Context: an optimization exercise on an open-source flow, tuned for small area and a short achievable clock period. The choices shown serve that exercise and are no tape-out recipe. In this exercise RTL edits were held to simulation tests only and were not proved equivalent to the original. Power figures rest on the tool's default switching activity, not on a simulated workload.

## flow/design.v (module list and top-level ports; edited modules follow where they fit)
// module fir: 2262 lines
// module fa: 4 lines
module fir(
    input clk,
    input signed [15:0] noisy_signal,
    output signed [15:0] filtered_signal
);
  // ...
==> flow/run.sh <==
#!/bin/bash
# synth_recipe.tcl (not shown) runs the flow's synth.tcl, then flattens the netlist and writes it again
# the make line also repeats each setting of config.mk as NAME=value (left out here)
make -C /OpenROAD-flow-scripts/flow DESIGN_CONFIG=/design/flow/config.mk WORK_HOME=/design/flow/orfs CLKGATE_MAP_FILE= SYNTH_SCRIPT=/design/flow/synth_recipe.tcl finish
==> flow/config.mk <==
export PLATFORM = sky130hd
export DESIGN_NAME = fir
export DESIGN_NICKNAME = fir
export VERILOG_FILES = /design/flow/design.v
export SDC_FILE = /design/flow/constraint.sdc
export NUM_CORES = 4
export LEC_CHECK = 0
export CAP_MARGIN = 20
export CORE_MARGIN = 2
export CORE_UTILIZATION = 65
export CTS_CLUSTER_DIAMETER = 100
export CTS_CLUSTER_SIZE = 25
export SETUP_SLACK_MARGIN = 3.8
export SLEW_MARGIN = 20
export SYNTH_HIERARCHICAL = 1
export SYNTH_MINIMUM_KEEP_SIZE = 0
==> flow/constraint.sdc <==
create_clock -name core_clock -period 6.0 [get_ports {clk}]
set_input_delay 1.2000 -clock core_clock [delete_from_list [all_inputs] [get_ports {clk}]]
set_output_delay 1.2000 -clock core_clock [all_outputs]
set_load 0.01 [all_outputs]
==> metrics.cfg, run 1 <==
[finish]
drive_gt1_share_pct = 12.9
multi_input_gates = 730
seq_share_pct = 43.5
area_delta_synth_final_pct = 9.43
stdcell_area_sq_mm = 0.0235
buffers = 51
n_fill_cell = 2185
fin_cells = 1865

[critical_path]
cpPeakStageDelay_ns = 0.32
cp-start-kind = flip-flop
crit_slowest_cell = dfxtp_1
reg2regPathDepth = 3
critPathRequiredTime_ns = 4.80
crit_type = flip-flop to primary output

[clock_tree]
clock_latency_ns = 0.56
cts_resized = 135
cts_tree = done

[min_path]
hold_path_end = r7[3]

[grt]
use_met1_pct = 40.7
top_usage_layer = met2
grt_max_degree = 26
grtUsageTotal_pct = 26.7
antenna_found_initial = 2

[routing]
highest_layer = met4
num_vias = 9839

[pwr]
maxPowerGroup = combinational cells
p_sw_share_pct = 37.2

[timing]
finClkSkew_ns = 0.0243
worst_slack_ns = 3.80

[synth]
syn_avg_cell_area_sq_um = 15.9
synth_edf_count = 0
synth_area_leaders = dfxtp_1 (47%), fa_1 (41%), ha_1 (2.9%)
synth_top_area_cell = dfxtp_1
synth-xor-area-share_pct = 1.75
yosysMostFrequentCell = dfxtp_1
synth_cells = 1350

[outcome]
run_status = finished clean

==> inputs of run 2 (changes only) <==
--- a/flow/config.mk
+++ b/flow/config.mk
@@ -8,7 +8,8 @@
 export CAP_MARGIN = 20
 export CORE_MARGIN = 2
-export CORE_UTILIZATION = 65
+export CORE_UTILIZATION = 58
 export CTS_CLUSTER_DIAMETER = 100
 export CTS_CLUSTER_SIZE = 25
+export PLACE_DENSITY = 0.75
 export SETUP_SLACK_MARGIN = 3.8
 export SLEW_MARGIN = 20
==> run 2 against run 1 <==
Effect of this change:
- register-to-register slack about the same
- area after synthesis unchanged
- count of clock-buffer cells in the layout unchanged
==> metrics.cfg, run 2 <==
[outcome]
run_status = finished clean

[clock_tree]
cts_root_buffer = clkbuf_16
cts_sinks = 505
cts.path.max_buffers = 3
cts_hold_buf = 0
clock_latency_ns = 0.56  ; about the same
clk_pin_slew_ns = 0.10
numCtsBuffers = 24
htree_levels = 1
cts_tree = done

[synth]
synth_top_family_by_area = adder cells
async_flop_share_pct = 0
synth-main-ff-cell = dfxtp_1
synth_compound_area_share_pct = 3.18
yosysMostFrequentCell = dfxtp_1
synth_seq_cells = 505
synth_nets = 1858
syn_avg_cell_area_sq_um = 15.9  ; unchanged
yosys-top-cells-count = dfxtp_1 (505), fa_1 (442), inv_1 (111)
synth_mux_area_share_pct = 0.0465
ys_seq_area_share_pct = 47.0
synth_warnings = 7
synth_top_area_cell = dfxtp_1
synth_area_leaders = dfxtp_1 (47%), fa_1 (41%), ha_1 (2.9%)
yosysTopAreaCellShare_pct = 47.0
synth_cells = 1350  ; unchanged
synth_edf_count = 0  ; unchanged
synthAdderAreaFrac_pct = 44.2
yosys.area_share.simple_pct = 1.83
netlist_area_sq_mm = 0.0215
synth.distinct_cells = 41
synth-xor-area-share_pct = 1.75  ; unchanged

[finish]
multi_input_area_sq_mm = 0.0111
area_delta_synth_final_pct = 8.51
final_cell_mix = dfxtp_1 (443), fa_1 (437), inv_1 (111)
drive_gt1_share_pct = 10.2  ; -2.7 points
fin_cells = 1883  ; +0.97%
n_fill_cell = 2586  ; +18%
layout_commonest_cell = dfxtp_1
regArea_sq_mm = 0.0102
stdcell_area_sq_mm = 0.0233  ; -0.85%
fin_util_pct = 63.8
reg_top3 = p0_0 x17, p1_0 x17
final_nets = 1921

[place]
dp_cells = 1846
hpwl_um = 35000
place_congestion = 0.903
dpl_cell_area_sq_mm = 0.0224
io_buffers = 32

[critical_path]
path_max_fanout = 1
crit_type = flip-flop to primary output
cpPeakStageDelay_ns = 0.32  ; about the same
crit_arrival_ns = 1.00
critPathTopFamily = flip-flops
cp-start-kind = flip-flop
cp_cell_sequence = clkbuf_2
critPathRequiredTime_ns = 4.80  ; about the same
worst_setup_path_end_kind = primary output
crit_slowest_cell = dfxtp_1
path_buf_inv = 1

[routing]
drc_errors = 0
num_vias = 9972  ; +1.4%
avgRoutedWirePerCell_um = 22.8
antenna_left = 0
vias_per_cell = 5.30
firstDrtPassIters = 5
routed_wl_um = 42900
drt_iter0_markers = 531

[grt]
antenna_found_initial = 1  ; -1
use_met1_pct = 31.1  ; -9.6 points
top_usage_layer = met2
grt_max_degree = 26  ; unchanged
grt_pass1_vias = 11293
met2_usage_pct = 40.2
gr-total-overflow = 0
grtUsageTotal_pct = 23.5  ; -3.3 points
grt_first_pass_wirelength_um = 66000
met3_usage_pct = 4.36

[floorplan]
rows = 70
die_w_um = 197
chipHeight_um = 197
start_util_pct = 58.8
core_sq_mm = 0.0366
dieArea_sq_mm = 0.0386
ios = 33

[flow_run]
drv_cap = 0

[pwr]
ir_drop_uv = 251
leakagePower_nw = 9.55
p_per_area_mw_per_mm2 = 589

[timing]
min_period_ns = 2.20
finClkSkew_ns = 0.0212  ; -0.00319 ns
finalSetupViolCount = 0
timing.fmax_mhz = 454
timing.slew.headroom_pct = 57.7
worstMarginPinSlew_ns = 0.633
rsz0062_at_grt = true
finalMaxSlewViolations = 0
finalHoldViolCount = 0
timing.final.crit_share_pct = 36.7
fin_setup_tns_ns = 0

[min_path]
hp-class = flip-flop to flip-flop

## run 2: cell counts after synthesis
No cell type changed its count.
## run 2: final timing paths
| check | depth (start not counted) | end | start | slack [ns] |
|---|---|---|---|---|
| setup / recovery | 1 | filtered_signal[12] | y[12] | 3.80 |
| hold reg to reg | 0 | r7[0] | r6[0] | 0.32 |
| hold / removal | 0 | r7[0] | r6[0] | 0.32 |
| setup reg to reg | 3 | q2_255 | r5[14] | 3.83 |
## run 2: stage by stage
stage / total power [mW] / hold slack (ns) / worst slack, ns
3_3_place_gp: 11.6 / 0.310 / 3.49
4_1_cts: 13.8 / 0.317 / 3.66
3_5_place_dp: 12.0 / 0.312 / 3.41
6_report: 13.7 / 0.315 / 3.80
2_1_floorplan: 9.80 / 0.310 / 3.82
5_1_grt: 15.1 / 0.322 / 3.71
## run 2: cell type report
| cell class | instances | share of cell area [%] |
|---|---|---|
| Timing Repair Buffer | 41 | 1.43 |
| Tap cell | 468 | 2.51 |
| Multi-Input combinational cell | 730 | 47.7 |
| Inverter | 111 | 1.79 |
| Clock buffer | 25 | 2.68 |
| Sequential cell | 505 | 43.7 |
| Clock inverter | 2 | 0.198 |
| Antenna cell | 1 | 0.0107 |
## run 2: power breakdown
| part | internal [mW] | switching (mW) |
|---|---|---|
| Clock | 0.795 | 1.02 |
| Combinational | 3.08 | 3.21 |
| Sequential | 4.77 | 0.870 |
## run 2: Yosys stat by module (local to each module, per instance)
| module | flip-flops and latches | cells inside | copies in the design |
|---|---|---|---|
| fa | 0 | 1 | 439 |
| fir | 505 | 911 | 1 |
## run 2: logic make-up after synthesis
family          count (synthesis)
mux                             1
compound gates                105
xor+xnor                       43
fa+ha+maj                     495
flops                         505
buf+inv                       115
simple gates                   85
other cells                     1
## run 2: per-layer routing
layer  part of all wire [%]  vias up
met5                      0        -
met4                    3.0        0
met3                    5.6       75
met2                     50      274
met1                     42     5304
li1                       -     4319
## run 2: repair_timing
| item | CTS | global route |
|---|---|---|
| gates resized for setup | 117 | 54 |
| endpoints found under the setup margin | 75 | 52 |
| buffers inserted | 4 | 5 |
| pin swaps | 9 | 14 |
==> inputs of run 3 (changes only) <==
--- a/flow/config.mk
+++ b/flow/config.mk
@@ -8,8 +8,7 @@
 export CAP_MARGIN = 20
 export CORE_MARGIN = 2
-export CORE_UTILIZATION = 58
+export CORE_UTILIZATION = 52
 export CTS_CLUSTER_DIAMETER = 100
 export CTS_CLUSTER_SIZE = 25
-export PLACE_DENSITY = 0.75
 export SETUP_SLACK_MARGIN = 3.8
 export SLEW_MARGIN = 20
==> run 3 against run 2 <==
Effect of this change:
- maximum frequency fell by 0.17%
- utilization fell by 6.4 points
- worst hold slack improved by 0.0078 ns
- via count fell by 3.3%
- sequential power barely moved
- critical endpoint is now filtered_signal[13]
- synthesized cell count did not move
- first-iteration DRC count fell by 9.8%
- largest cell class unchanged
- combinational power rose by 0.8%
==> metrics.cfg, run 3 <==
[clock_tree]
cts_sinks = 505  ; unchanged
cts.path.max_buffers = 3  ; unchanged
clk_pin_slew_ns = 0.10  ; about the same
cts_hold_buf = 0  ; unchanged
cts_root_buffer = clkbuf_16
htree_levels = 1  ; unchanged
numCtsBuffers = 24  ; unchanged
cts_tree = done
clock_latency_ns = 0.57  ; about the same

[critical_path]
r2r_slack_ns = 3.85  ; +0.02 ns
critPathTopFamily = flip-flops
cp-start-kind = flip-flop
path_max_fanout = 1  ; unchanged
critPathRequiredTime_ns = 4.80  ; about the same
reg2regPathDepth = 4  ; +1
crit_arrival_ns = 1.00  ; about the same
crit_type = flip-flop to primary output
cp_cell_sequence = buf_6
worstReg2RegEnd = q1_161
crit_end = filtered_signal[13]
path_buf_inv = 1  ; unchanged
crit_slowest_cell = dfxtp_2
worst_setup_path_end_kind = primary output
worst_r2r_startpoint = p0_0[8]
cpPeakStageDelay_ns = 0.33  ; about the same
timing.critical_path.from = y[13]
critical_path_depth = 1  ; unchanged

[pwr]
p_per_area_mw_per_mm2 = 587  ; -0.28%
leakagePower_nw = 9.55  ; about the same
ir_drop_uv = 259  ; +3.1%

[finish]
stdcell_area_sq_mm = 0.0234  ; +0.41%
reg_top3 = p0_0 x17, p1_0 x17
area_delta_synth_final_pct = 8.96
layout_commonest_cell = fa_1
final_cell_mix = fa_1 (438), dfxtp_1 (431), inv_1 (111)
final_nets = 1924  ; +0.16%
drive_gt1_share_pct = 11.1  ; +0.90 points
fin_util_pct = 57.4  ; -6.4 points
diodes = 0  ; -1

[timing]
timing.final.crit_share_pct = 36.7  ; +0.062 points
fin_setup_tns_ns = 0  ; unchanged
worstMarginPinSlew_ns = 0.556  ; -0.0766 ns
finClkSkew_ns = 0.0252  ; +0.00409 ns
rsz0062_at_grt = true
finalHoldViolCount = 0  ; unchanged
finalMaxSlewViolations = 0  ; unchanged
timing.hold.ws_ns = 0.323  ; +0.00783 ns
timing.slew.headroom_pct = 62.9  ; +5.1 points
min_period_ns = 2.20  ; +0.00373 ns
timing.fmax_mhz = 454  ; -0.17%
finalSetupViolCount = 0  ; unchanged
worst_slack_ns = 3.80  ; -0.00373 ns

[synth]
synth-main-ff-cell = dfxtp_1
synth_area_leaders = dfxtp_1 (47%), fa_1 (41%), ha_1 (2.9%)
ys_seq_area_share_pct = 47.0  ; unchanged
netlist_area_sq_mm = 0.0215  ; unchanged
synth_edf_count = 0  ; unchanged
synth_warnings = 7  ; unchanged
async_flop_share_pct = 0  ; unchanged
syn_avg_cell_area_sq_um = 15.9  ; unchanged
yosysTopAreaCellShare_pct = 47.0  ; unchanged
synth_cells = 1350  ; unchanged
synth.distinct_cells = 41  ; unchanged
yosys-top-cells-count = dfxtp_1 (505), fa_1 (442), inv_1 (111)
synth_seq_cells = 505  ; unchanged
yosysMostFrequentCell = dfxtp_1
synth_nets = 1858  ; unchanged
synth_top_area_cell = dfxtp_1

[place]
pre_cts_ws_ns = 3.36  ; -0.0559 ns
hpwl_um = 36500  ; +4.3%
dpl_cell_area_sq_mm = 0.0225  ; +0.36%
io_buffers = 32  ; unchanged
place_congestion = 0.842  ; -6.8%

[routing]
num_vias = 9643  ; -3.3%
avgRoutedWirePerCell_um = 22.4  ; -1.7%
vias_per_cell = 4.95  ; -6.5%
antenna_left = 0  ; unchanged
drc_errors = 0  ; unchanged
routed_wl_um = 43700  ; +1.7%
firstDrtPassIters = 7  ; +2
drt_iter0_markers = 479  ; -9.8%

[floorplan]
rows = 74  ; +5.7%
ios = 33  ; unchanged
chipHeight_um = 207  ; +5.5%
core_sq_mm = 0.0408  ; +12%
start_util_pct = 52.7  ; -6.1 points
dieArea_sq_mm = 0.0430  ; +11%
die_w_um = 207  ; +5.5%

[min_path]
hp-class = flip-flop to flip-flop

[grt]
grt_pass1_vias = 11078  ; -1.9%
gr-total-overflow = 0  ; unchanged
grtUsageTotal_pct = 21.4  ; -2.1 points
grt_first_pass_wirelength_um = 67100  ; +1.6%
antenna_found_initial = 3  ; +2
grt_max_degree = 26  ; unchanged

[outcome]
run_status = finished clean

[flow_run]
drv_cap = 0  ; unchanged

==> run 3: final cells by class <==
cell class | count | area (sq um)
fillers | 3216 | 17400
clock buffers | 25 | 626
inverters | 111 | 417
multi-input cells | 730 | 11100
well taps | 532 | 666
flip-flops and latches | 505 | 10200
clock inverters | 1 | 20.0
repair buffers | 44 | 343
==> run 3: per-stage QoR <==
step | cells | total power, mW
final | 1948 | 13.8
after global routing | 1948 | 15.2
after CTS | 1940 | 13.9
after detailed placement | 1910 | 12.1
after global placement | 1910 | 12.0
after floorplan | 1350 | 9.80
==> run 3: cells by family after synthesis <==
logic type	after synthesis	synth area share, %
flip-flops	505	47.0
adder cells (fa/ha/maj)	495	44.2
buffers and inverters	115	2.01
AO/OA/AOI/OAI	105	3.18
AND/OR/NAND/NOR	85	1.83
XOR/XNOR	43	1.75
other	1	0.0174
multiplexers	1	0.0465
==> run 3: worst min path at each step <==
stage,from,endpoint,cells after the start
4_1_cts,r5[8],r6[8],0
6_report,r5[8],r6[8],0
3_3_place_gp,r4[10],r5[10],0
5_1_grt,r5[8],r6[8],0
2_1_floorplan,qm1_75,q0_109,0
3_5_place_dp,r2[13],r3[13],0
==> run 3: worst register-to-register path, delay by kind of cell (launching register included) <==
kind | cells | cell delay (ns)
DFF | 1 | 0.42
adders and majority gates | 3 | 1.55
buffers and inverters | 1 | 0.05
==> run 3: what timing repair did <==
action / in CTS / in global routing
resized for setup: 132 / 55
pin swaps: 9 / 16
setup buffers: 4 / 8
endpoints found under the setup margin: 88 / 52
==> run 3: layer usage <==
metal / vias to the layer above / track usage, % / wire [um]
met5: - / 0 / 0
met4: 0 / 5.67 / 1110
met3: 55 / 2.63 / 1660
met2: 169 / 34.8 / 20900
met1: 5092 / 30.9 / 20000
li1: 4327 / - / -
==> run 3: power breakdown <==
part / switching [mW] / internal, mW / leakage, nW / total (mW)
Combinational: 3.24 / 3.11 / 4.97 / 6.35
Clock: 1.02 / 0.753 / 0.318 / 1.77
Sequential: 0.873 / 4.77 / 4.26 / 5.64
==> run 3: per-module statistics from Yosys, one instance, submodules excluded <==
module / area, sq um / flip-flops and latches
fa: 20.0 / 0
fir: 12700 / 505
==> inputs of run 4 (changes only) <==
--- a/flow/config.mk
+++ b/flow/config.mk
@@ -8,8 +8,8 @@
 export CAP_MARGIN = 20
 export CORE_MARGIN = 2
-export CORE_UTILIZATION = 52
+export CORE_UTILIZATION = 58
 export CTS_CLUSTER_DIAMETER = 100
 export CTS_CLUSTER_SIZE = 25
-export SETUP_SLACK_MARGIN = 3.8
+export SETUP_SLACK_MARGIN = 3.85
 export SLEW_MARGIN = 20
 export SYNTH_HIERARCHICAL = 1
==> run 4 against run 3 <==
Effect of this change:
- register-to-register slack hardly changed
- maximum frequency is 0.31% higher
- clock skew is 0.0014 ns lower
- power is 0.21% lower
- worst hold slack better by 0.0066 ns
- utilization is 6.7 points higher
- still clean
- non-clock buffer count is 1 higher
- highest routed layer unchanged
- first-iteration DRC count is 0.84% higher
- area after synthesis stayed put
- sequential share of layout area is 0.086 points higher
- sequential power hardly changed
- count of clock-buffer cells in the layout stayed put
==> metrics.cfg, run 4 <==
[outcome]
run_status = finished clean

[clock_tree]
clk_pin_slew_ns = 0.10  ; about the same
cts.path.max_buffers = 3  ; unchanged
numCtsBuffers = 24  ; unchanged
clock_latency_ns = 0.57  ; about the same
htree_levels = 1  ; unchanged
cts_hold_buf = 0  ; unchanged
cts_sinks = 505  ; unchanged
cts_root_buffer = clkbuf_16
cts_tree = done

[critical_path]
worst_setup_path_end_kind = primary output
path_max_fanout = 1  ; unchanged
critPathTopFamily = flip-flops
crit_slowest_cell = dfxtp_1
critPathRequiredTime_ns = 4.80  ; about the same
cpPeakStageDelay_ns = 0.32  ; about the same
crit_type = flip-flop to primary output
cp-start-kind = flip-flop
path_buf_inv = 1  ; unchanged
crit_arrival_ns = 1.00  ; about the same
cp_cell_sequence = buf_2

[routing]
vias_per_cell = 5.16  ; +4.2%
num_vias = 9729  ; +0.89%
drt_iter0_markers = 483  ; +0.84%
avgRoutedWirePerCell_um = 23.5  ; +4.7%
routed_wl_um = 44300  ; +1.3%
drc_errors = 0  ; unchanged
firstDrtPassIters = 4  ; -3
antenna_left = 0  ; unchanged

[grt]
gr-total-overflow = 0  ; unchanged
grtUsageTotal_pct = 24.7  ; +3.3 points
antenna_found_initial = 2  ; -1
grt_max_degree = 26  ; unchanged
grt_pass1_vias = 11262  ; +1.7%
grt_first_pass_wirelength_um = 68500  ; +2.2%

[synth]
yosysTopAreaCellShare_pct = 47.0  ; unchanged
syn_avg_cell_area_sq_um = 15.9  ; unchanged
synth_cells = 1350  ; unchanged
synth-main-ff-cell = dfxtp_1
yosysMostFrequentCell = dfxtp_1
synth_area_leaders = dfxtp_1 (47%), fa_1 (41%), ha_1 (2.9%)
synth_edf_count = 0  ; unchanged
yosys-top-cells-count = dfxtp_1 (505), fa_1 (442), inv_1 (111)
synth_warnings = 7  ; unchanged
synth_top_area_cell = dfxtp_1
async_flop_share_pct = 0  ; unchanged
synth_seq_cells = 505  ; unchanged
netlist_area_sq_mm = 0.0215  ; unchanged
synth.distinct_cells = 41  ; unchanged
synth_nets = 1858  ; unchanged
ys_seq_area_share_pct = 47.0  ; unchanged

[finish]
area_delta_synth_final_pct = 9.11
layout_commonest_cell = fa_1
stdcell_area_sq_mm = 0.0235  ; +0.14%
fin_util_pct = 64.1  ; +6.7 points
final_nets = 1925  ; +0.052%
fin_cells = 1886  ; -3.2%
drive_gt1_share_pct = 12.8  ; +1.8 points
final_cell_mix = fa_1 (437), dfxtp_1 (415), inv_1 (111)
reg_top3 = p0_0 x17, p1_0 x17

[timing]
finalHoldViolCount = 0  ; unchanged
finalSetupViolCount = 0  ; unchanged
finalMaxSlewViolations = 0  ; unchanged
timing.fmax_mhz = 455  ; +0.31%
rsz0062_at_grt = true
min_period_ns = 2.20  ; -0.00677 ns
timing.slew.headroom_pct = 60.7  ; -2.1 points
timing.hold.ws_ns = 0.330  ; +0.00658 ns
finClkSkew_ns = 0.0238  ; -0.00145 ns
worst_slack_ns = 3.80  ; +0.00677 ns
fin_setup_tns_ns = 0  ; unchanged
worstMarginPinSlew_ns = 0.588  ; +0.0317 ns
timing.final.crit_share_pct = 36.6  ; -0.11 points

[place]
io_buffers = 32  ; unchanged
hpwl_um = 36700  ; +0.54%
pre_cts_ws_ns = 3.35  ; -0.00378 ns
place_congestion = 0.847  ; +0.65%
dp_cells = 1847  ; -3.3%
dpl_cell_area_sq_mm = 0.0224  ; -0.30%

[floorplan]
chipHeight_um = 197  ; -5.2%
start_util_pct = 58.8  ; +6.1 points
ios = 33  ; unchanged
rows = 70  ; -5.4%
dieArea_sq_mm = 0.0386  ; -10%
core_sq_mm = 0.0366  ; -10%
die_w_um = 197  ; -5.2%

[flow_run]
drv_cap = 0  ; unchanged

[pwr]
p_per_area_mw_per_mm2 = 585  ; -0.35%
finalPower_mw = 13.7  ; -0.21%
leakagePower_nw = 9.56  ; about the same
ir_drop_uv = 371  ; +44%

[min_path]
hp-class = flip-flop to flip-flop

-- run 4: per-layer routing --
layer / part of all wire, % / global-route usage, % / vias to the layer above
met3: 3.8 / 3.46 / 56
li1: - / - / 4331
met4: 2.4 / 5.49 / 0
met5: 0 / 0 / -
met1: 48 / 36.9 / 5179
met2: 46 / 39.3 / 163
-- run 4: report_power, final --
part / total (mW) / switching [mW] / internal [mW]
Clock: 1.78 / 1.03 / 0.753
Combinational: 6.28 / 3.20 / 3.08
Sequential: 5.67 / 0.902 / 4.77
-- run 4: logic make-up (layout without fill, tap and decap cells) --
logic type      count (synthesis)  after routing  share of synthesized area, %
flops                         505            505                          47.0
fa+ha+maj                     495            495                          44.2
buf+inv                       115            182                          2.01
compound gates                105            105                          3.18
simple gates                   85             85                          1.83
xor+xnor                       43             43                          1.75
other cells                     1              2                        0.0174
mux                             1              1                        0.0465
-- run 4: final cells by class --
| cell class | count | area, sq um |
|---|---|---|
| fill | 2706 | 13100 |
| sequential | 505 | 10300 |
| multi-input combinational | 730 | 11200 |
| inverter | 111 | 417 |
| timing repair buffer | 45 | 350 |
| antenna | 1 | 2.50 |
| clock buffer | 25 | 626 |
| tap | 468 | 586 |
| clock inverter | 1 | 20.0 |
-- run 4: repair_timing --
action,in CTS,in global routing
pin swaps,16,12
buffers inserted,3,9
endpoints found under the setup margin,116,60
gates resized for setup,161,60
-- run 4: final timing paths --
check	from	to	slack [ns]	depth (start not counted)
min reg2reg	r2[11]	r3[11]	0.33	0
max	y[7]	filtered_signal[7]	3.80	1
min	r2[11]	r3[11]	0.33	0
max reg2reg	rp2_2	qm1_89	3.86	3
-- run 4: modules after synthesis (local to each module, per instance) --
module	cell area, sq um	flops+latches
fa	20.0	0
fir	12700	505
==> inputs of run 5 (changes only) <==
--- a/flow/config.mk
+++ b/flow/config.mk
@@ -9,7 +9,8 @@
 export CORE_MARGIN = 2
 export CORE_UTILIZATION = 58
-export CTS_CLUSTER_DIAMETER = 100
+export CTS_BUF_LIST = sky130_fd_sc_hd__clkbuf_16 sky130_fd_sc_hd__clkbuf_8
+export CTS_CLUSTER_DIAMETER = 60
 export CTS_CLUSTER_SIZE = 25
-export SETUP_SLACK_MARGIN = 3.85
+export SETUP_SLACK_MARGIN = 3.8
 export SLEW_MARGIN = 20
 export SYNTH_HIERARCHICAL = 1
==> run 5 against run 4 <==
Effect of this change:
- global-route usage increased by 0.55 points
- highest routed layer unchanged
- sequential power about the same
- maximum frequency increased by 0.99%
- via count rose by 1.3%
- critical path depth unchanged
- die area stayed put
- setup slack better by 0.022 ns
- cell area increased by 2.0%
- cell count grew 1.7%
- clock power grew 46%
- critical path type unchanged
- count of clock-buffer cells in the layout rose by 16
- largest cell class unchanged
- first-iteration DRC count grew 3.3%
==> metrics.cfg, run 5 <==
[critical_path]
critPathRequiredTime_ns = 4.80  ; about the same
reg2regPathDepth = 8  ; +5
crit_arrival_ns = 0.98  ; -0.02 ns
worst_setup_path_end_kind = primary output
worst_r2r_startpoint = q3_283
cp_cell_sequence = buf_2
path_max_fanout = 1  ; unchanged
r2r_slack_ns = 3.84  ; -0.02 ns
crit_type = flip-flop to primary output
cp-start-kind = flip-flop
crit_slowest_cell = dfxtp_1
critPathTopFamily = flip-flops
timing.critical_path.from = y[4]
path_buf_inv = 1  ; unchanged
cpPeakStageDelay_ns = 0.31  ; about the same
worstReg2RegEnd = y[12]

[routing]
avgRoutedWirePerCell_um = 23.3  ; -0.91%
dr_wl_met3_um = 1800  ; +7.3%
num_vias = 9859  ; +1.3%
wl_met2_um = 20900  ; +3.0%
drt-met1-wl_um = 21100  ; -0.41%
highest_layer = met4
drt_iter0_markers = 499  ; +3.3%
firstDrtPassIters = 4  ; unchanged
antenna_left = 0  ; unchanged
drc_errors = 0  ; unchanged
vias_per_cell = 5.14  ; -0.41%
routed_wl_um = 44600  ; +0.82%

[synth]
synth.distinct_cells = 41  ; unchanged
synth-main-ff-cell = dfxtp_1
netlist_area_sq_mm = 0.0215  ; unchanged
synth_warnings = 7  ; unchanged
yosys-top-cells-count = dfxtp_1 (505), fa_1 (442), inv_1 (111)
yosysTopAreaCellShare_pct = 47.0  ; unchanged
synth_nets = 1858  ; unchanged
yosysMostFrequentCell = dfxtp_1
synth_cells = 1350  ; unchanged
synth_seq_cells = 505  ; unchanged
synth_area_leaders = dfxtp_1 (47%), fa_1 (41%), ha_1 (2.9%)
async_flop_share_pct = 0  ; unchanged
ys_seq_area_share_pct = 47.0  ; unchanged
syn_avg_cell_area_sq_um = 15.9  ; unchanged
synth_edf_count = 0  ; unchanged
synth_top_area_cell = dfxtp_1

[floorplan]
ios = 33  ; unchanged
start_util_pct = 58.8  ; unchanged
rows = 70  ; unchanged
chipHeight_um = 197  ; unchanged
die_w_um = 197  ; unchanged
dieArea_sq_mm = 0.0386  ; unchanged
core_sq_mm = 0.0366  ; unchanged

[finish]
reg_top3 = p0_0 x17, p1_0 x17
stdcell_area_sq_mm = 0.0239  ; +2.0%
layout_commonest_cell = fa_1
diodes = 0  ; -1
drive_gt1_share_pct = 12.7  ; -0.094 points
area_delta_synth_final_pct = 11.3
final_cell_mix = fa_1 (439), dfxtp_1 (436), inv_1 (113)
n_fill_cell = 2679  ; -1.0%
final_nets = 1933  ; +0.42%

[timing]
min_period_ns = 2.18  ; -0.0216 ns
fin_setup_tns_ns = 0  ; unchanged
finClkSkew_ns = 0.0224  ; -0.00144 ns
rsz0062_at_grt = true
timing.fmax_mhz = 460  ; +0.99%
worstMarginPinSlew_ns = 0.628  ; +0.0400 ns
finalSetupViolCount = 0  ; unchanged
finalHoldViolCount = 0  ; unchanged
timing.slew.headroom_pct = 58.1  ; -2.7 points
timing.final.crit_share_pct = 36.3  ; -0.36 points
finalMaxSlewViolations = 0  ; unchanged

[min_path]
hold_path_end = r6[3]
whs_path_depth = 0  ; unchanged
hp-class = flip-flop to flip-flop
min_from = r5[3]

[clock_tree]
clock_latency_ns = 0.56  ; about the same
htree_levels = 2  ; +1
numCtsBuffers = 36  ; +50%
clk_pin_slew_ns = 0.08  ; -0.02 ns
cts_root_buffer = clkbuf_16
cts.path.max_buffers = 3  ; unchanged
cts_sinks = 505  ; unchanged
cts_tree = done

[grt]
grt_first_pass_wirelength_um = 69000  ; +0.68%
grt_pass1_vias = 11303  ; +0.36%
antenna_found_initial = 1  ; -1
grtUsageTotal_pct = 25.2  ; +0.55 points
grt_max_degree = 24  ; -7.7%
gr-total-overflow = 0  ; unchanged

[flow_run]
drv_cap = 0  ; unchanged

[place]
dpl_cell_area_sq_mm = 0.0224  ; about the same
io_buffers = 32  ; unchanged
hpwl_um = 36600  ; -0.35%
place_congestion = 0.870  ; +2.7%

[pwr]
leakagePower_nw = 9.82  ; +2.7%
ir_drop_uv = 321  ; -14%
p_per_area_mw_per_mm2 = 608  ; +4.0%

[outcome]
run_status = finished clean

run 5: routing by layer:
| metal | vias up | GRT usage [%] |
|---|---|---|
| met5 | - | 0 |
| met4 | 0 | 5.96 |
| met3 | 49 | 3.59 |
| met2 | 215 | 40.5 |
| met1 | 5225 | 37.3 |
| li1 | 4370 | - |
run 5: how the worst max path moves through the flow:
stage,endpoint,depth (start not counted)
2_1_floorplan,y[12],8
3_3_place_gp,p1_0[14],8
3_5_place_dp,p1_0[14],8
4_1_cts,p1_0[14],8
5_1_grt,y[12],8
6_report,filtered_signal[4],1
run 5: where the power goes:
part	internal [mW]	leakage, nW	switching [mW]	total, mW
Sequential	4.77	4.26	0.892	5.66
Clock	1.38	0.595	1.21	2.59
Combinational	3.10	4.96	3.21	6.31
run 5: cell type report:
class / count / area [sq um] / area share [%]
Clock buffer: 41 / 981 / 4.10
Clock inverter: 23 / 268 / 1.12
Inverter: 111 / 417 / 1.74
Multi-Input combinational cell: 730 / 11100 / 46.6
Sequential cell: 505 / 10200 / 42.7
Tap cell: 468 / 586 / 2.45
Timing Repair Buffer: 41 / 320 / 1.34
run 5: cells by family after synthesis:
group / Yosys count / share of synthesized area [%]
simple gates: 85 / 1.83
mux: 1 / 0.0465
xor+xnor: 43 / 1.75
flops: 505 / 47.0
fa+ha+maj: 495 / 44.2
compound gates: 105 / 3.18
buf+inv: 115 / 2.01
other cells: 1 / 0.0174
run 5: repair_timing:
action / in CTS / in global routing
gates resized for setup: 123 / 57
pin swaps: 9 / 9
endpoints found under the setup margin: 92 / 58
hold buffers: 0 / 0
setup buffers: 7 / 2
run 5: per-module statistics from Yosys (local to each module, per instance):
| module | cell area (sq um) | cells inside | flops+latches | copies in the design |
|---|---|---|---|---|
| fir | 12700 | 911 | 505 | 1 |
| fa | 20.0 | 1 | 0 | 439 |
run 5: metrics by stage:
stage	instances	setup slack [ns]	hold slack [ns]	util [%]	total power, mW
6_report	1919	3.82	0.321	65.4	14.6
3_3_place_gp	1846	3.42	0.310	61.2	11.8
2_1_floorplan	1350	3.82	0.310	-	9.80
3_5_place_dp	1846	3.38	0.312	61.2	12.0
4_1_cts	1917	3.74	0.325	64.8	14.6
5_1_grt	1919	3.72	0.330	65.4	16.0
==> inputs of run 6 (changes only) <==
--- a/flow/config.mk
+++ b/flow/config.mk
@@ -9,7 +9,7 @@
 export CORE_MARGIN = 2
 export CORE_UTILIZATION = 58
-export CTS_BUF_LIST = sky130_fd_sc_hd__clkbuf_16 sky130_fd_sc_hd__clkbuf_8
-export CTS_CLUSTER_DIAMETER = 60
+export CTS_CLUSTER_DIAMETER = 100
 export CTS_CLUSTER_SIZE = 25
+export GPL_ROUTABILITY_DRIVEN = 0
 export SETUP_SLACK_MARGIN = 3.8
 export SLEW_MARGIN = 20
==> run 6 against run 5 <==
Effect of this change:
- sequential power about the same
- still clean on timing, DRC and antenna
- worst hold slack better by 0.0087 ns
- synthesized cell count stayed put
- die area unchanged
- sequential share of layout area up 1.0 points
- combinational power barely moved
- via count fell by 1.6%
==> metrics.cfg, run 6 <==
[outcome]
run_status = finished clean

[timing]
finalMaxSlewViolations = 0  ; unchanged
fin_setup_tns_ns = 0  ; unchanged
timing.final.crit_share_pct = 36.6  ; +0.34 points
finalSetupViolCount = 0  ; unchanged
timing.hold.ws_ns = 0.330  ; +0.00867 ns
finClkSkew_ns = 0.0269  ; +0.00452 ns
timing.fmax_mhz = 455  ; -0.93%
worstMarginPinSlew_ns = 0.613  ; -0.0150 ns
rsz0062_at_grt = true
timing.slew.headroom_pct = 59.1  ; +1.0 points
worst_slack_ns = 3.80  ; -0.0204 ns
min_period_ns = 2.20  ; +0.0204 ns
finalHoldViolCount = 0  ; unchanged

[floorplan]
rows = 70  ; unchanged
core_sq_mm = 0.0366  ; unchanged
die_w_um = 197  ; unchanged
start_util_pct = 58.8  ; unchanged
ios = 33  ; unchanged
chipHeight_um = 197  ; unchanged
dieArea_sq_mm = 0.0386  ; unchanged

[critical_path]
critPathTopFamily = flip-flops
cp_cell_sequence = buf_6
worstReg2RegEnd = q2_249
crit_arrival_ns = 1.00  ; +0.02 ns
crit_end = filtered_signal[7]
critPathRequiredTime_ns = 4.80  ; about the same
path_buf_inv = 1  ; unchanged
worst_r2r_startpoint = rp2_15
cpPeakStageDelay_ns = 0.33  ; +0.02 ns
worst_setup_path_end_kind = primary output
reg2regPathDepth = 3  ; -5
timing.critical_path.from = y[7]
cp-start-kind = flip-flop
crit_slowest_cell = dfxtp_2
r2r_slack_ns = 3.85  ; about the same
path_max_fanout = 1  ; unchanged
critical_path_depth = 1  ; unchanged
crit_type = flip-flop to primary output

[finish]
reg_top3 = p0_0 x17, p1_0 x17
stdcell_area_sq_mm = 0.0234  ; -2.4%
fin_cells = 1882  ; -1.9%
diodes = 0  ; unchanged
drive_gt1_share_pct = 10.7  ; -2.0 points
final_nets = 1922  ; -0.57%
area_delta_synth_final_pct = 8.57
final_cell_mix = fa_1 (439), dfxtp_1 (436), inv_1 (111)
layout_commonest_cell = fa_1

[synth]
async_flop_share_pct = 0  ; unchanged
synth_top_family_by_area = adder cells
synth_compound_area_share_pct = 3.18  ; unchanged
synth_seq_cells = 505  ; unchanged
syn_avg_cell_area_sq_um = 15.9  ; unchanged
synth.distinct_cells = 41  ; unchanged
synth_mux_area_share_pct = 0.0465  ; unchanged
yosys-top-cells-count = dfxtp_1 (505), fa_1 (442), inv_1 (111)
synth-xor-area-share_pct = 1.75  ; unchanged
netlist_area_sq_mm = 0.0215  ; unchanged
synth_edf_count = 0  ; unchanged
ys_seq_area_share_pct = 47.0  ; unchanged
yosysTopAreaCellShare_pct = 47.0  ; unchanged
yosysMostFrequentCell = dfxtp_1
synth_top_area_cell = dfxtp_1
synth_nets = 1858  ; unchanged
synth_cells = 1350  ; unchanged
synth_warnings = 7  ; unchanged
synth-main-ff-cell = dfxtp_1
synthAdderAreaFrac_pct = 44.2  ; unchanged
synth_area_leaders = dfxtp_1 (47%), fa_1 (41%), ha_1 (2.9%)
yosys.area_share.simple_pct = 1.83  ; unchanged

[clock_tree]
clock_latency_ns = 0.56  ; about the same
cts.path.max_buffers = 3  ; unchanged
clk_pin_slew_ns = 0.09  ; about the same
cts_root_buffer = clkbuf_16
cts_sinks = 505  ; unchanged
numCtsBuffers = 24  ; -33%
cts_tree = done
htree_levels = 1  ; -1

[flow_run]
drv_cap = 0  ; unchanged

[place]
dpl_cell_area_sq_mm = 0.0224  ; unchanged
hpwl_um = 36600  ; unchanged
io_buffers = 32  ; unchanged
pre_cts_ws_ns = 3.38  ; unchanged
dp_cells = 1846  ; unchanged

[grt]
top_usage_layer = met2
grt_max_degree = 26  ; +8.3%
met2_usage_pct = 40.2  ; -0.29 points
met3_usage_pct = 3.46  ; -0.14 points
use_met1_pct = 37.0  ; -0.30 points
grtUsageTotal_pct = 24.8  ; -0.46 points
gr-total-overflow = 0  ; unchanged
grt_first_pass_wirelength_um = 68600  ; -0.50%
grt_pass1_vias = 11227  ; -0.67%
antenna_found_initial = 1  ; unchanged

[routing]
avgRoutedWirePerCell_um = 23.5  ; +1.2%
vias_per_cell = 5.15  ; +0.31%
routed_wl_um = 44300  ; -0.75%
firstDrtPassIters = 5  ; +1
drc_errors = 0  ; unchanged
drt_iter0_markers = 564  ; +13%
antenna_left = 0  ; unchanged
num_vias = 9699  ; -1.6%

[pwr]
ir_drop_uv = 377  ; +17%
p_per_area_mw_per_mm2 = 588  ; -3.3%
leakagePower_nw = 9.55  ; -2.8%

[min_path]
hp-class = flip-flop to flip-flop

-- run 6: where the power goes --
| part | total (mW) | internal (mW) | switching [mW] |
|---|---|---|---|
| Sequential | 5.65 | 4.77 | 0.887 |
| Combinational | 6.30 | 3.09 | 3.20 |
| Clock | 1.79 | 0.753 | 1.04 |
-- run 6: through the flow --
step                util (%)  power (mW)
floorplan                  -        9.80
global placement        61.2        11.8
detailed placement      61.2        12.0
CTS                     63.3        13.8
global route            63.8        15.2
finish                  63.8        13.7
-- run 6: repair_timing --
action                     4_1_cts  5_1_grt
pin swaps                       10       12
resized for setup              128       55
hold buffers                     0        0
setup buffers                    7        3
setup endpoints to repair       92       62
-- run 6: layer usage --
layer  vias up  share of wire (%)
li1       4326                  -
met1      5132                 47
met2       193                 47
met3        48                4.3
met4         0                1.7
met5         -                  0
-- run 6: kinds of logic after synthesis --
kind of cell / Yosys count
other cells: 1
fa+ha+maj: 495
mux: 1
flops: 505
compound gates: 105
simple gates: 85
buf+inv: 115
xor+xnor: 43
-- run 6: how the worst min path moves through the flow --
stage | startpoint | end | depth (start not counted)
global placement | r2[15] | r3[15] | 0
floorplan | qm1_75 | q0_109 | 0
global route | r6[4] | r7[4] | 0
detailed placement | r2[12] | r3[12] | 0
finish | r6[4] | r7[4] | 0
CTS | r2[12] | r3[12] | 0
-- run 6: final cells by class --
cell class | count | area (sq um)
clock buffer | 25 | 626
clock inverter | 1 | 20.0
fill | 2726 | 13300
inverter | 111 | 417
multi-input combinational | 730 | 11200
sequential | 505 | 10200
tap | 468 | 586
timing repair buffer | 42 | 328
-- run 6: Yosys stat by module (local to each module, per instance) --
module / times used / flops+latches
fir: 1 / 505
fa: 439 / 0
==> inputs of run 7 (changes only) <==
--- a/flow/config.mk
+++ b/flow/config.mk
@@ -8,8 +8,7 @@
 export CAP_MARGIN = 20
 export CORE_MARGIN = 2
-export CORE_UTILIZATION = 58
+export CORE_UTILIZATION = 62
 export CTS_CLUSTER_DIAMETER = 100
 export CTS_CLUSTER_SIZE = 25
-export GPL_ROUTABILITY_DRIVEN = 0
 export SETUP_SLACK_MARGIN = 3.8
 export SLEW_MARGIN = 20
==> run 7 against run 6 <==
Effect of this change:
- cell count decreased by 0.69%
- worst hold slack lost 0.0041 ns
- combinational power about the same
- global-route usage grew 1.1 points
==> metrics.cfg, run 7 <==
[critical_path]
timing.critical_path.from = y[8]
crit_slowest_cell = dfxtp_2
crit_end = filtered_signal[8]
r2r_slack_ns = 3.86  ; about the same
path_max_fanout = 1  ; unchanged
worstReg2RegEnd = p1_0[14]
critPathRequiredTime_ns = 4.80  ; about the same
cp_cell_sequence = buf_6
path_buf_inv = 1  ; unchanged
worst_setup_path_end_kind = primary output
crit_arrival_ns = 1.00  ; about the same
worst_r2r_startpoint = r1[0]
cp-start-kind = flip-flop
crit_type = flip-flop to primary output
critical_path_depth = 1  ; unchanged
reg2regPathDepth = 8  ; +5
critPathTopFamily = flip-flops
cpPeakStageDelay_ns = 0.33  ; about the same

[grt]
grt_max_degree = 26  ; unchanged
grt_pass1_vias = 11022  ; -1.8%
antenna_found_initial = 1  ; unchanged
grt_first_pass_wirelength_um = 66600  ; -2.9%
gr-total-overflow = 0  ; unchanged
grtUsageTotal_pct = 25.9  ; +1.1 points

[synth]
netlist_area_sq_mm = 0.0215  ; unchanged
synth_nets = 1858  ; unchanged
synth_cells = 1350  ; unchanged
synth.distinct_cells = 41  ; unchanged
yosysMostFrequentCell = dfxtp_1
synth_top_area_cell = dfxtp_1
synth_warnings = 7  ; unchanged
synth_seq_cells = 505  ; unchanged
synth_edf_count = 0  ; unchanged
ys_seq_area_share_pct = 47.0  ; unchanged
syn_avg_cell_area_sq_um = 15.9  ; unchanged
async_flop_share_pct = 0  ; unchanged
synth-main-ff-cell = dfxtp_1
yosysTopAreaCellShare_pct = 47.0  ; unchanged
yosys-top-cells-count = dfxtp_1 (505), fa_1 (442), inv_1 (111)
synth_area_leaders = dfxtp_1 (47%), fa_1 (41%), ha_1 (2.9%)

[clock_tree]
htree_levels = 1  ; unchanged
cts_root_buffer = clkbuf_16
cts.path.max_buffers = 3  ; unchanged
cts_sinks = 505  ; unchanged
clock_latency_ns = 0.56  ; about the same
numCtsBuffers = 24  ; unchanged
cts_hold_buf = 0  ; unchanged
cts_tree = done
clk_pin_slew_ns = 0.10  ; about the same

[floorplan]
dieArea_sq_mm = 0.0362  ; -6.3%
ios = 33  ; unchanged
core_sq_mm = 0.0344  ; -6.1%
chipHeight_um = 190  ; -3.2%
rows = 68  ; -2.9%
die_w_um = 190  ; -3.2%
start_util_pct = 62.6  ; +3.8 points

[finish]
final_nets = 1921  ; -0.052%
area_delta_synth_final_pct = 8.28
fin_util_pct = 67.8  ; +4.0 points
final_cell_mix = fa_1 (439), dfxtp_1 (432), inv_1 (111)
stdcell_area_sq_mm = 0.0233  ; -0.27%
reg_top3 = p0_0 x17, p1_0 x17
layout_commonest_cell = fa_1
n_fill_cell = 2468  ; -9.5%
fin_cells = 1869  ; -0.69%
drive_gt1_share_pct = 10.7  ; -0.063 points

[timing]
finClkSkew_ns = 0.0251  ; -0.00177 ns
timing.fmax_mhz = 455  ; -0.11%
finalSetupViolCount = 0  ; unchanged
finalMaxSlewViolations = 0  ; unchanged
finalHoldViolCount = 0  ; unchanged
worstMarginPinSlew_ns = 0.601  ; -0.0117 ns
timing.hold.ws_ns = 0.326  ; -0.00410 ns
timing.slew.headroom_pct = 59.9  ; +0.78 points
rsz0062_at_grt = true
timing.final.crit_share_pct = 36.6  ; +0.039 points
fin_setup_tns_ns = 0  ; unchanged
min_period_ns = 2.20  ; +0.00233 ns

[place]
io_buffers = 32  ; unchanged
dp_cells = 1833  ; -0.70%
hpwl_um = 35700  ; -2.3%
place_congestion = 0.863
dpl_cell_area_sq_mm = 0.0224  ; about the same

[pwr]
pwr-share-clk_pct = 12.9  ; about the same
seqPwrFrac_pct = 41.2  ; about the same
p_sw_share_pct = 37.2  ; -0.098 points
internal_power_mw = 8.63  ; +0.17%
netSwitchingPower_mw = 5.11  ; -0.25%
power_frac_comb_pct = 45.9  ; about the same
ir_drop_uv = 319  ; -15%
p_per_area_mw_per_mm2 = 590  ; +0.28%
leakagePower_nw = 9.54  ; -0.12%

[routing]
drc_errors = 0  ; unchanged
num_vias = 9667  ; -0.33%
drt_iter0_markers = 654  ; +16%
routed_wl_um = 43200  ; -2.4%
antenna_left = 0  ; unchanged
firstDrtPassIters = 5  ; unchanged
avgRoutedWirePerCell_um = 23.1  ; -1.8%
vias_per_cell = 5.17  ; +0.36%

[flow_run]
drv_cap = 0  ; unchanged

[min_path]
hp-class = flip-flop to flip-flop
min_from = r5[8]

[outcome]
run_status = finished clean

-- run 7: worst min path at each step --
| stage | endpoint | slack (ns) | cells after the start |
|---|---|---|---|
| detailed placement | r6[3] | 0.31 | 0 |
| global placement | r3[15] | 0.31 | 0 |
| finish | r6[8] | 0.33 | 0 |
| CTS | r6[8] | 0.33 | 0 |
| global route | r6[8] | 0.33 | 0 |
| floorplan | q0_109 | 0.31 | 0 |
-- run 7: cell families (layout without fill, tap and decap cells) --
family | count (synthesis) | count (layout) | synth area share, %
other | 1 | 2 | 0.0174
flip-flops | 505 | 505 | 47.0
XOR/XNOR | 43 | 43 | 1.75
AO/OA/AOI/OAI | 105 | 105 | 3.18
adder cells (fa/ha/maj) | 495 | 495 | 44.2
multiplexers | 1 | 1 | 0.0465
buffers and inverters | 115 | 178 | 2.01
AND/OR/NAND/NOR | 85 | 85 | 1.83
-- run 7: area by class of cell --
class                      instances  area [sq um]  share of cell area [%]
clock buffer                      25           626                    2.69
clock inverter                     1          20.0                  0.0859
inverter                         111           417                    1.79
tap                              455           569                    2.44
multi-input combinational        730         11100                    47.8
sequential                       505         10200                    43.8
timing repair buffer              41           320                    1.38
antenna                            1          2.50                  0.0107
-- run 7: power groups by stage --
stage | sequential (mW) | combinational (mW) | clock, mW
floorplan | 5.46 | 4.34 | 0
global placement | 5.72 | 6.06 | 0
detailed placement | 5.75 | 6.27 | 0
CTS | 5.68 | 6.30 | 1.83
global route | 5.81 | 7.41 | 1.93
finish | 5.66 | 6.31 | 1.77
-- run 7: timing repair --
| action | 4_1_cts | 5_1_grt |
|---|---|---|
| pin swaps | 8 | 18 |
| gates resized for setup | 132 | 45 |
| setup endpoints to repair | 88 | 52 |
| cloned | 0 | 0 |
| buffers inserted | 5 | 4 |
-- run 7: metrics by stage --
step	setup WS (ns)	total power [mW]
6_report	3.80	13.7
3_5_place_dp	3.33	12.0
5_1_grt	3.72	15.2
3_3_place_gp	3.39	11.8
2_1_floorplan	3.82	9.80
4_1_cts	3.76	13.8
-- run 7: layer usage --
layer	wire, um	GRT usage, %	share of wire, %
met3	1970	4.12	4.6
met4	1160	6.71	2.7
met5	0	0	0
met2	20000	41.0	46
met1	20100	38.2	47
-- run 7: Yosys stat by module, one instance, submodules excluded --
module  area, sq um  flip-flops and latches
fa             20.0                       0
fir           12700                     505
==> inputs of run 8 (changes only) <==
--- a/flow/config.mk
+++ b/flow/config.mk
@@ -7,6 +7,7 @@
 export LEC_CHECK = 0
 export CAP_MARGIN = 20
+export CORE_ASPECT_RATIO = 0.5
 export CORE_MARGIN = 2
-export CORE_UTILIZATION = 62
+export CORE_UTILIZATION = 58
 export CTS_CLUSTER_DIAMETER = 100
 export CTS_CLUSTER_SIZE = 25
==> run 8 against run 7 <==
Effect of this change:
- clock power about the same
- sequential power about the same
- synthesized cell count unchanged
- utilization decreased by 3.1 points
- cell area increased by 0.63%
- global-route usage decreased by 1.1 points
- count of clock-buffer cells in the layout decreased by 1
- die area increased by 7.0%
- sequential cell count unchanged
- area after synthesis unchanged
- non-clock buffer count increased by 6
- largest cell class unchanged
- largest power group unchanged
- highest routed layer unchanged
==> metrics.cfg, run 8 <==
[routing]
routed_wl_um = 45600  ; +5.5%
avgRoutedWirePerCell_um = 24.0  ; +3.7%
firstDrtPassIters = 6  ; +1
num_vias = 9861  ; +2.0%
drc_errors = 0  ; unchanged
vias_per_cell = 5.18  ; +0.18%
drt_iter0_markers = 507  ; -22%
antenna_left = 0  ; unchanged

[finish]
drive_gt1_share_pct = 11.5  ; +0.80 points
reg_top3 = p0_0 x17, p1_0 x17
final_cell_mix = dfxtp_1 (439), fa_1 (436), inv_1 (111)
multi_input_area_sq_mm = 0.0112  ; +0.61%
final_nets = 1927  ; +0.31%
n_fill_cell = 2625  ; +6.4%
layout_commonest_cell = dfxtp_1
regArea_sq_mm = 0.0102  ; about the same
diodes = 0  ; -1
area_delta_synth_final_pct = 8.97

[critical_path]
path_max_fanout = 1  ; unchanged
crit_type = flip-flop to primary output
worst_setup_path_end_kind = primary output
crit_arrival_ns = 1.00  ; about the same
cp_cell_sequence = buf_6
critPathRequiredTime_ns = 4.80  ; about the same
worst_r2r_startpoint = p0_0[1]
crit_slowest_cell = dfxtp_2
cp-start-kind = flip-flop
worstReg2RegEnd = q1_161
path_buf_inv = 1  ; unchanged
r2r_slack_ns = 3.82  ; -0.04 ns
critPathTopFamily = flip-flops
reg2regPathDepth = 3  ; -5
critical_path_depth = 1  ; unchanged
cpPeakStageDelay_ns = 0.33  ; about the same

[place]
place_congestion = 0.948  ; +9.8%
io_buffers = 32  ; unchanged
hpwl_um = 37700  ; +5.6%

[pwr]
p_per_area_mw_per_mm2 = 608  ; +3.1%
pwr-share-clk_pct = 12.5  ; -0.4 points
finalPower_mw = 14.3  ; +3.7%
p_sw_share_pct = 38.5  ; +1.3 points
seqPwrFrac_pct = 39.7  ; -1.5 points
netSwitchingPower_mw = 5.48  ; +7.3%
leakagePower_nw = 9.58  ; +0.42%
power_frac_comb_pct = 47.8  ; +1.9 points
ir_drop_uv = 302  ; -5.1%
internal_power_mw = 8.77  ; +1.6%

[floorplan]
die_w_um = 276  ; +45%
rows = 49  ; -28%
chipHeight_um = 140  ; -26%
dieArea_sq_mm = 0.0387  ; +7.0%
start_util_pct = 59.4  ; -3.2 points
core_sq_mm = 0.0362  ; +5.4%
ios = 33  ; unchanged

[clock_tree]
clk_pin_slew_ns = 0.10  ; about the same
cts_root_buffer = clkbuf_16
htree_levels = 1  ; unchanged
numCtsBuffers = 24  ; unchanged
cts.path.max_buffers = 3  ; unchanged
cts_tree = done
clock_latency_ns = 0.59  ; +0.03 ns
cts_sinks = 505  ; unchanged

[min_path]
hp-class = flip-flop to flip-flop
min_from = r2[13]
whs_path_depth = 0  ; unchanged
hold_path_end = r3[13]

[synth]
synth_top_family_by_area = adder cells
synth_edf_count = 0  ; unchanged
synth_top_area_cell = dfxtp_1
syn_avg_cell_area_sq_um = 15.9  ; unchanged
synth_nets = 1858  ; unchanged
synth_mux_area_share_pct = 0.0465  ; unchanged
synth-main-ff-cell = dfxtp_1
yosys-top-cells-count = dfxtp_1 (505), fa_1 (442), inv_1 (111)
synth_warnings = 7  ; unchanged
yosysMostFrequentCell = dfxtp_1
synth_cells = 1350  ; unchanged
async_flop_share_pct = 0  ; unchanged
ys_seq_area_share_pct = 47.0  ; unchanged
synth_compound_area_share_pct = 3.18  ; unchanged
netlist_area_sq_mm = 0.0215  ; unchanged
yosys.area_share.simple_pct = 1.83  ; unchanged
synth.distinct_cells = 41  ; unchanged
synth_seq_cells = 505  ; unchanged
synth-xor-area-share_pct = 1.75  ; unchanged
synth_area_leaders = dfxtp_1 (47%), fa_1 (41%), ha_1 (2.9%)
synthAdderAreaFrac_pct = 44.2  ; unchanged
yosysTopAreaCellShare_pct = 47.0  ; unchanged

[timing]
worstMarginPinSlew_ns = 0.672  ; +0.0705 ns
rsz0062_at_grt = true
min_period_ns = 2.20  ; +0.00535 ns
finalSetupViolCount = 0  ; unchanged
finClkSkew_ns = 0.0291  ; +0.00396 ns
finalHoldViolCount = 0  ; unchanged
timing.final.crit_share_pct = 36.7  ; +0.089 points
timing.fmax_mhz = 454  ; -0.24%
fin_setup_tns_ns = 0  ; unchanged
timing.slew.headroom_pct = 55.1  ; -4.7 points
finalMaxSlewViolations = 0  ; unchanged

[grt]
antenna_found_initial = 5  ; +4
grt_first_pass_wirelength_um = 69500  ; +4.3%
grt_pass1_vias = 11318  ; +2.7%
grtUsageTotal_pct = 24.8  ; -1.1 points
grt_max_degree = 26  ; unchanged
gr-total-overflow = 0  ; unchanged

[flow_run]
drv_cap = 0  ; unchanged

[outcome]
run_status = finished clean

run 8: cell counts after synthesis:
No cell type changed its count.
run 8: cell families after synthesis:
group | after synthesis
muxes | 1
other | 1
DFF | 505
AOI/OAI and AO/OA | 105
adders and majority gates | 495
xor gates and xnor gates | 43
buffers and inverters | 115
and+or+nand+nor | 85
run 8: layout make-up:
cell class | count | share of cell area, %
Inverter | 111 | 1.78
Multi-Input combinational cell | 730 | 47.7
Sequential cell | 505 | 43.5
Tap cell | 484 | 2.58
Timing Repair Buffer | 47 | 1.64
Clock inverter | 2 | 0.155
Clock buffer | 24 | 2.56
run 8: how the worst max path moves through the flow:
stage,from,end,slack (ns)
final,y[2],filtered_signal[2],3.80
after floorplan,q3_283,y[12],3.82
after detailed placement,r0[0],p0_0[14],3.29
after CTS,r0[0],p0_0[14],3.61
after global placement,r0[0],p0_0[14],3.33
after global routing,y[9],filtered_signal[9],3.74
run 8: power groups by stage:
stage,Clock [mW],Combinational (mW),Sequential [mW]
after floorplan,0,4.34,5.46
after global routing,1.95,7.84,5.81
after detailed placement,0,6.71,5.75
after global placement,0,6.50,5.73
final,1.78,6.81,5.67
after CTS,1.83,6.76,5.68
run 8: layer usage:
| layer | share of wire [%] | global-route usage (%) | routed length [um] | vias to the layer above |
|---|---|---|---|---|
| li1 | - | - | - | 4345 |
| met1 | 47 | 36.7 | 21400 | 5221 |
| met2 | 44 | 37.6 | 20000 | 244 |
| met3 | 7.3 | 6.61 | 3340 | 51 |
| met4 | 1.9 | 4.89 | 851 | 0 |
| met5 | 0 | 0 | 0 | - |
run 8: what timing repair did:
action	CTS	global route
pin swaps	12	14
gates resized for setup	120	72
endpoints found under the setup margin	75	69
endpoints found under the hold margin	0	0
hold buffers	0	0
setup buffers	7	8
run 8: metrics by stage:
step / setup WS (ns) / cell area [sq um] / cells / hold WS, ns / utilization [%]
after global routing: 3.74 / 23400 / 1903 / 0.339 / 64.7
final: 3.80 / 23400 / 1903 / 0.333 / 64.7
after global placement: 3.33 / 22400 / 1862 / 0.310 / 61.9
after detailed placement: 3.29 / 22400 / 1862 / 0.312 / 61.9
after floorplan: 3.82 / 21500 / 1350 / 0.310 / -
after CTS: 3.61 / 23200 / 1895 / 0.331 / 64.0
run 8: worst reg2reg max path: cells and delay by family (launching register included):
family	cells	cell delay, ns
adder cells (fa/ha/maj)	3	1.51
flip-flops	1	0.55
run 8: per-module statistics from Yosys (local to each module, per instance):
module / times used / cell area [sq um] / flops+latches / cells
fir: 1 / 12700 / 505 / 911
fa: 439 / 20.0 / 0 / 1
==> inputs of run 9 (changes only) <==
--- a/flow/config.mk
+++ b/flow/config.mk
@@ -7,5 +7,4 @@
 export LEC_CHECK = 0
 export CAP_MARGIN = 20
-export CORE_ASPECT_RATIO = 0.5
 export CORE_MARGIN = 2
 export CORE_UTILIZATION = 58
==> run 9 against run 8 <==
Effect of this change:
- maximum frequency grew 0.35%
- sequential cell count is the same
- critical path depth is the same
- worst hold slack lost 0.0029 ns
- highest routed layer unchanged
- utilization shrank 0.90 points
- cell area shrank 0.36%
- power shrank 3.6%
- count of clock-buffer cells in the layout grew 1
- largest cell class unchanged
- critical endpoint is now filtered_signal[7]
- sequential share of layout area grew 0.19 points
==> metrics.cfg, run 9 <==
[outcome]
run_status = finished clean

[timing]
finalHoldViolCount = 0  ; unchanged
worstMarginPinSlew_ns = 0.613  ; -0.0588 ns
finClkSkew_ns = 0.0269  ; -0.00219 ns
fin_setup_tns_ns = 0  ; unchanged
finalMaxSlewViolations = 0  ; unchanged
worst_slack_ns = 3.80  ; +0.00768 ns
timing.final.crit_share_pct = 36.6  ; -0.13 points
timing.slew.headroom_pct = 59.1  ; +3.9 points
rsz0062_at_grt = true
timing.fmax_mhz = 455  ; +0.35%
min_period_ns = 2.20  ; -0.00768 ns
finalSetupViolCount = 0  ; unchanged

[place]
hpwl_um = 36600  ; -3.0%
io_buffers = 32  ; unchanged
place_congestion = 0.870  ; -8.2%
pre_cts_ws_ns = 3.38  ; +0.0961 ns
dpl_cell_area_sq_mm = 0.0224  ; about the same

[clock_tree]
htree_levels = 1  ; unchanged
clk_pin_slew_ns = 0.09  ; about the same
clock_latency_ns = 0.56  ; -0.03 ns
cts_root_buffer = clkbuf_16
numCtsBuffers = 24  ; unchanged
cts_hold_buf = 0  ; unchanged
cts.path.max_buffers = 3  ; unchanged
cts_sinks = 505  ; unchanged
cts_tree = done

[synth]
synth_area_leaders = dfxtp_1 (47%), fa_1 (41%), ha_1 (2.9%)
yosysTopAreaCellShare_pct = 47.0  ; unchanged
synth_nets = 1858  ; unchanged
synth_warnings = 7  ; unchanged
ys_seq_area_share_pct = 47.0  ; unchanged
synth_top_area_cell = dfxtp_1
synth_seq_cells = 505  ; unchanged
yosys-top-cells-count = dfxtp_1 (505), fa_1 (442), inv_1 (111)
synth-main-ff-cell = dfxtp_1
synth_cells = 1350  ; unchanged
synth.distinct_cells = 41  ; unchanged
synth_edf_count = 0  ; unchanged
yosysMostFrequentCell = dfxtp_1
netlist_area_sq_mm = 0.0215  ; unchanged
syn_avg_cell_area_sq_um = 15.9  ; unchanged
async_flop_share_pct = 0  ; unchanged

[grt]
gr-total-overflow = 0  ; unchanged
grt_first_pass_wirelength_um = 68600  ; -1.2%
grt_pass1_vias = 11227  ; -0.80%
antenna_found_initial = 1  ; -4
grt_max_degree = 26  ; unchanged
grtUsageTotal_pct = 24.8  ; about the same

[pwr]
internal_power_mw = 8.61  ; -1.8%
netSwitchingPower_mw = 5.12  ; -6.6%
power_frac_comb_pct = 45.8  ; -2.0 points
pwr-share-clk_pct = 13.0  ; +0.5 points
leakagePower_nw = 9.55  ; -0.30%
p_per_area_mw_per_mm2 = 588  ; -3.3%
seqPwrFrac_pct = 41.2  ; +1.5 points
ir_drop_uv = 377  ; +25%
p_sw_share_pct = 37.3  ; -1.2 points

[finish]
n_fill_cell = 2726  ; +3.8%
final_nets = 1922  ; -0.26%
area_delta_synth_final_pct = 8.57
final_cell_mix = fa_1 (439), dfxtp_1 (436), inv_1 (111)
reg_top3 = p0_0 x17, p1_0 x17
stdcell_area_sq_mm = 0.0234  ; -0.36%
diodes = 0  ; unchanged
drive_gt1_share_pct = 10.7  ; -0.74 points
layout_commonest_cell = fa_1
multi_input_area_sq_mm = 0.0112  ; -0.21%
regArea_sq_mm = 0.0102  ; about the same

[routing]
avgRoutedWirePerCell_um = 23.5  ; -1.8%
drt_iter0_markers = 564  ; +11%
drc_errors = 0  ; unchanged
vias_per_cell = 5.15  ; -0.55%
routed_wl_um = 44300  ; -2.9%
antenna_left = 0  ; unchanged
firstDrtPassIters = 5  ; -1
num_vias = 9699  ; -1.6%

[critical_path]
worst_setup_path_end_kind = primary output
crit_type = flip-flop to primary output
path_max_fanout = 1  ; unchanged
cpPeakStageDelay_ns = 0.33  ; about the same
crit_slowest_cell = dfxtp_2
cp-start-kind = flip-flop
cp_cell_sequence = buf_6
crit_arrival_ns = 1.00  ; about the same
critPathTopFamily = flip-flops
critPathRequiredTime_ns = 4.80  ; about the same
path_buf_inv = 1  ; unchanged

[min_path]
hp-class = flip-flop to flip-flop

[floorplan]
die_w_um = 197  ; -29%
chipHeight_um = 197  ; +40%
core_sq_mm = 0.0366  ; +1.0%
ios = 33  ; unchanged
dieArea_sq_mm = 0.0386  ; -0.24%
rows = 70  ; +43%
start_util_pct = 58.8  ; -0.61 points

[flow_run]
drv_cap = 0  ; unchanged

==> run 9: cell type report <==
class                   instances  share of cell area [%]
inverters                     111                    1.78
clock inverters                 1                  0.0857
flip-flops and latches        505                    43.7
well taps                     468                    2.51
clock buffers                  25                    2.68
repair buffers                 42                    1.40
multi-input cells             730                    47.8
==> run 9: stage by stage <==
stage / power, mW / util, % / hold slack, ns / std cells
2_1_floorplan: 9.80 / - / 0.310 / 1350
3_3_place_gp: 11.8 / 61.2 / 0.310 / 1846
3_5_place_dp: 12.0 / 61.2 / 0.312 / 1846
4_1_cts: 13.8 / 63.3 / 0.331 / 1879
5_1_grt: 15.2 / 63.8 / 0.337 / 1882
6_report: 13.7 / 63.8 / 0.330 / 1882
==> run 9: modules after synthesis, one instance, submodules excluded <==
module | copies in the design | flip-flops and latches | cell area (sq um)
fa | 439 | 0 | 20.0
fir | 1 | 505 | 12700
==> run 9: per-layer routing <==
layer  up-vias  share of wire (%)  track usage (%)
met4         0                1.7             4.18
met3        48                4.3             3.46
met1      5132                 47             37.0
met5         -                  0                0
met2       193                 47             40.2
li1       4326                  -                -
==> run 9: logic make-up after synthesis <==
logic type                 synth area share (%)
buffers and inverters                      2.01
xor gates and xnor gates                   1.75
DFF                                        47.0
and+or+nand+nor                            1.83
muxes                                    0.0465
AOI/OAI and AO/OA                          3.18
other                                    0.0174
adders and majority gates                  44.2
==> run 9: what timing repair did <==
action                     in CTS  in global routing
pin swaps                      10                 12
buffers inserted                7                  3
setup endpoints to repair      92                 62
hold endpoints to repair        0                  0
gates resized for setup       128                 55
==> run 9: path summary, 6_finish.rpt <==
kind,slack [ns],startpoint,to,depth (start not counted)
min,0.33,r6[4],r7[4],0
max reg2reg,3.85,rp2_15,q2_249,3
min reg2reg,0.33,r6[4],r7[4],0
max,3.80,y[7],filtered_signal[7],1
==> run 9: power by group through the flow <==
stage	registers [mW]	clock network (mW)	logic, mW
after global routing	5.81	1.96	7.39
after floorplan	5.46	0	4.34
after detailed placement	5.75	0	6.26
after global placement	5.73	0	6.11
final	5.65	1.79	6.30
after CTS	5.68	1.83	6.29
==> run 9: worst reg2reg max path, stage by stage, from the launching register on <==
cell	delay [ns]
dfxtp_1	0.64
fa_1	0.54
fa_1	0.42
fa_1	0.43

==> afterwards: timing with drivers on the ports <==
In the flow no input, the clock included, has a driving cell. The finished layouts below were timed again as built, in two steps. Step 1 (the two cells are an assumption about what drives the block):
set clk [get_ports {clk}]
set_driving_cell -lib_cell sky130_fd_sc_hd__clkbuf_16 $clk
set_driving_cell -lib_cell sky130_fd_sc_hd__buf_2 [delete_from_list [all_inputs] $clk]
Step 2 moves the port delays by t, midway between the first and last clock arrival at a register: inputs arrive t later, outputs are due t later. That takes back most of the time a late clock gives input paths. Slacks: no drivers / after step 1 / after step 2; pairs: no drivers / after step 1.
run | t (ns) | setup slack, ns | worst hold slack (ns) | cell pins on the clock port's net
run 1 | 0.599 | 3.804 / 3.752 / 3.841 | 0.329 / 0.329 / 0.329 | 1
run 2 | 0.603 | 3.800 / 3.747 / 3.833 | 0.315 / 0.315 / 0.315 | 1
run 3 | 0.609 | 3.796 / 3.742 / 3.848 | 0.323 / 0.323 / 0.323 | 1
run 4 | 0.606 | 3.803 / 3.751 / 3.855 | 0.330 / 0.330 / 0.330 | 1
run 5 | 0.601 | 3.824 / 3.772 / 3.842 | 0.321 / 0.321 / 0.321 | 1
run 6 | 0.601 | 3.804 / 3.752 / 3.846 | 0.330 / 0.330 / 0.330 | 1
run 7 | 0.603 | 3.801 / 3.747 / 3.860 | 0.326 / 0.326 / 0.326 | 1
run 8 | 0.630 | 3.796 / 3.737 / 3.820 | 0.333 / 0.333 / 0.333 | 1
run 9 | 0.601 | 3.804 / 3.752 / 3.846 | 0.330 / 0.330 / 0.330 | 1
After both steps every run listed still meets setup and hold.
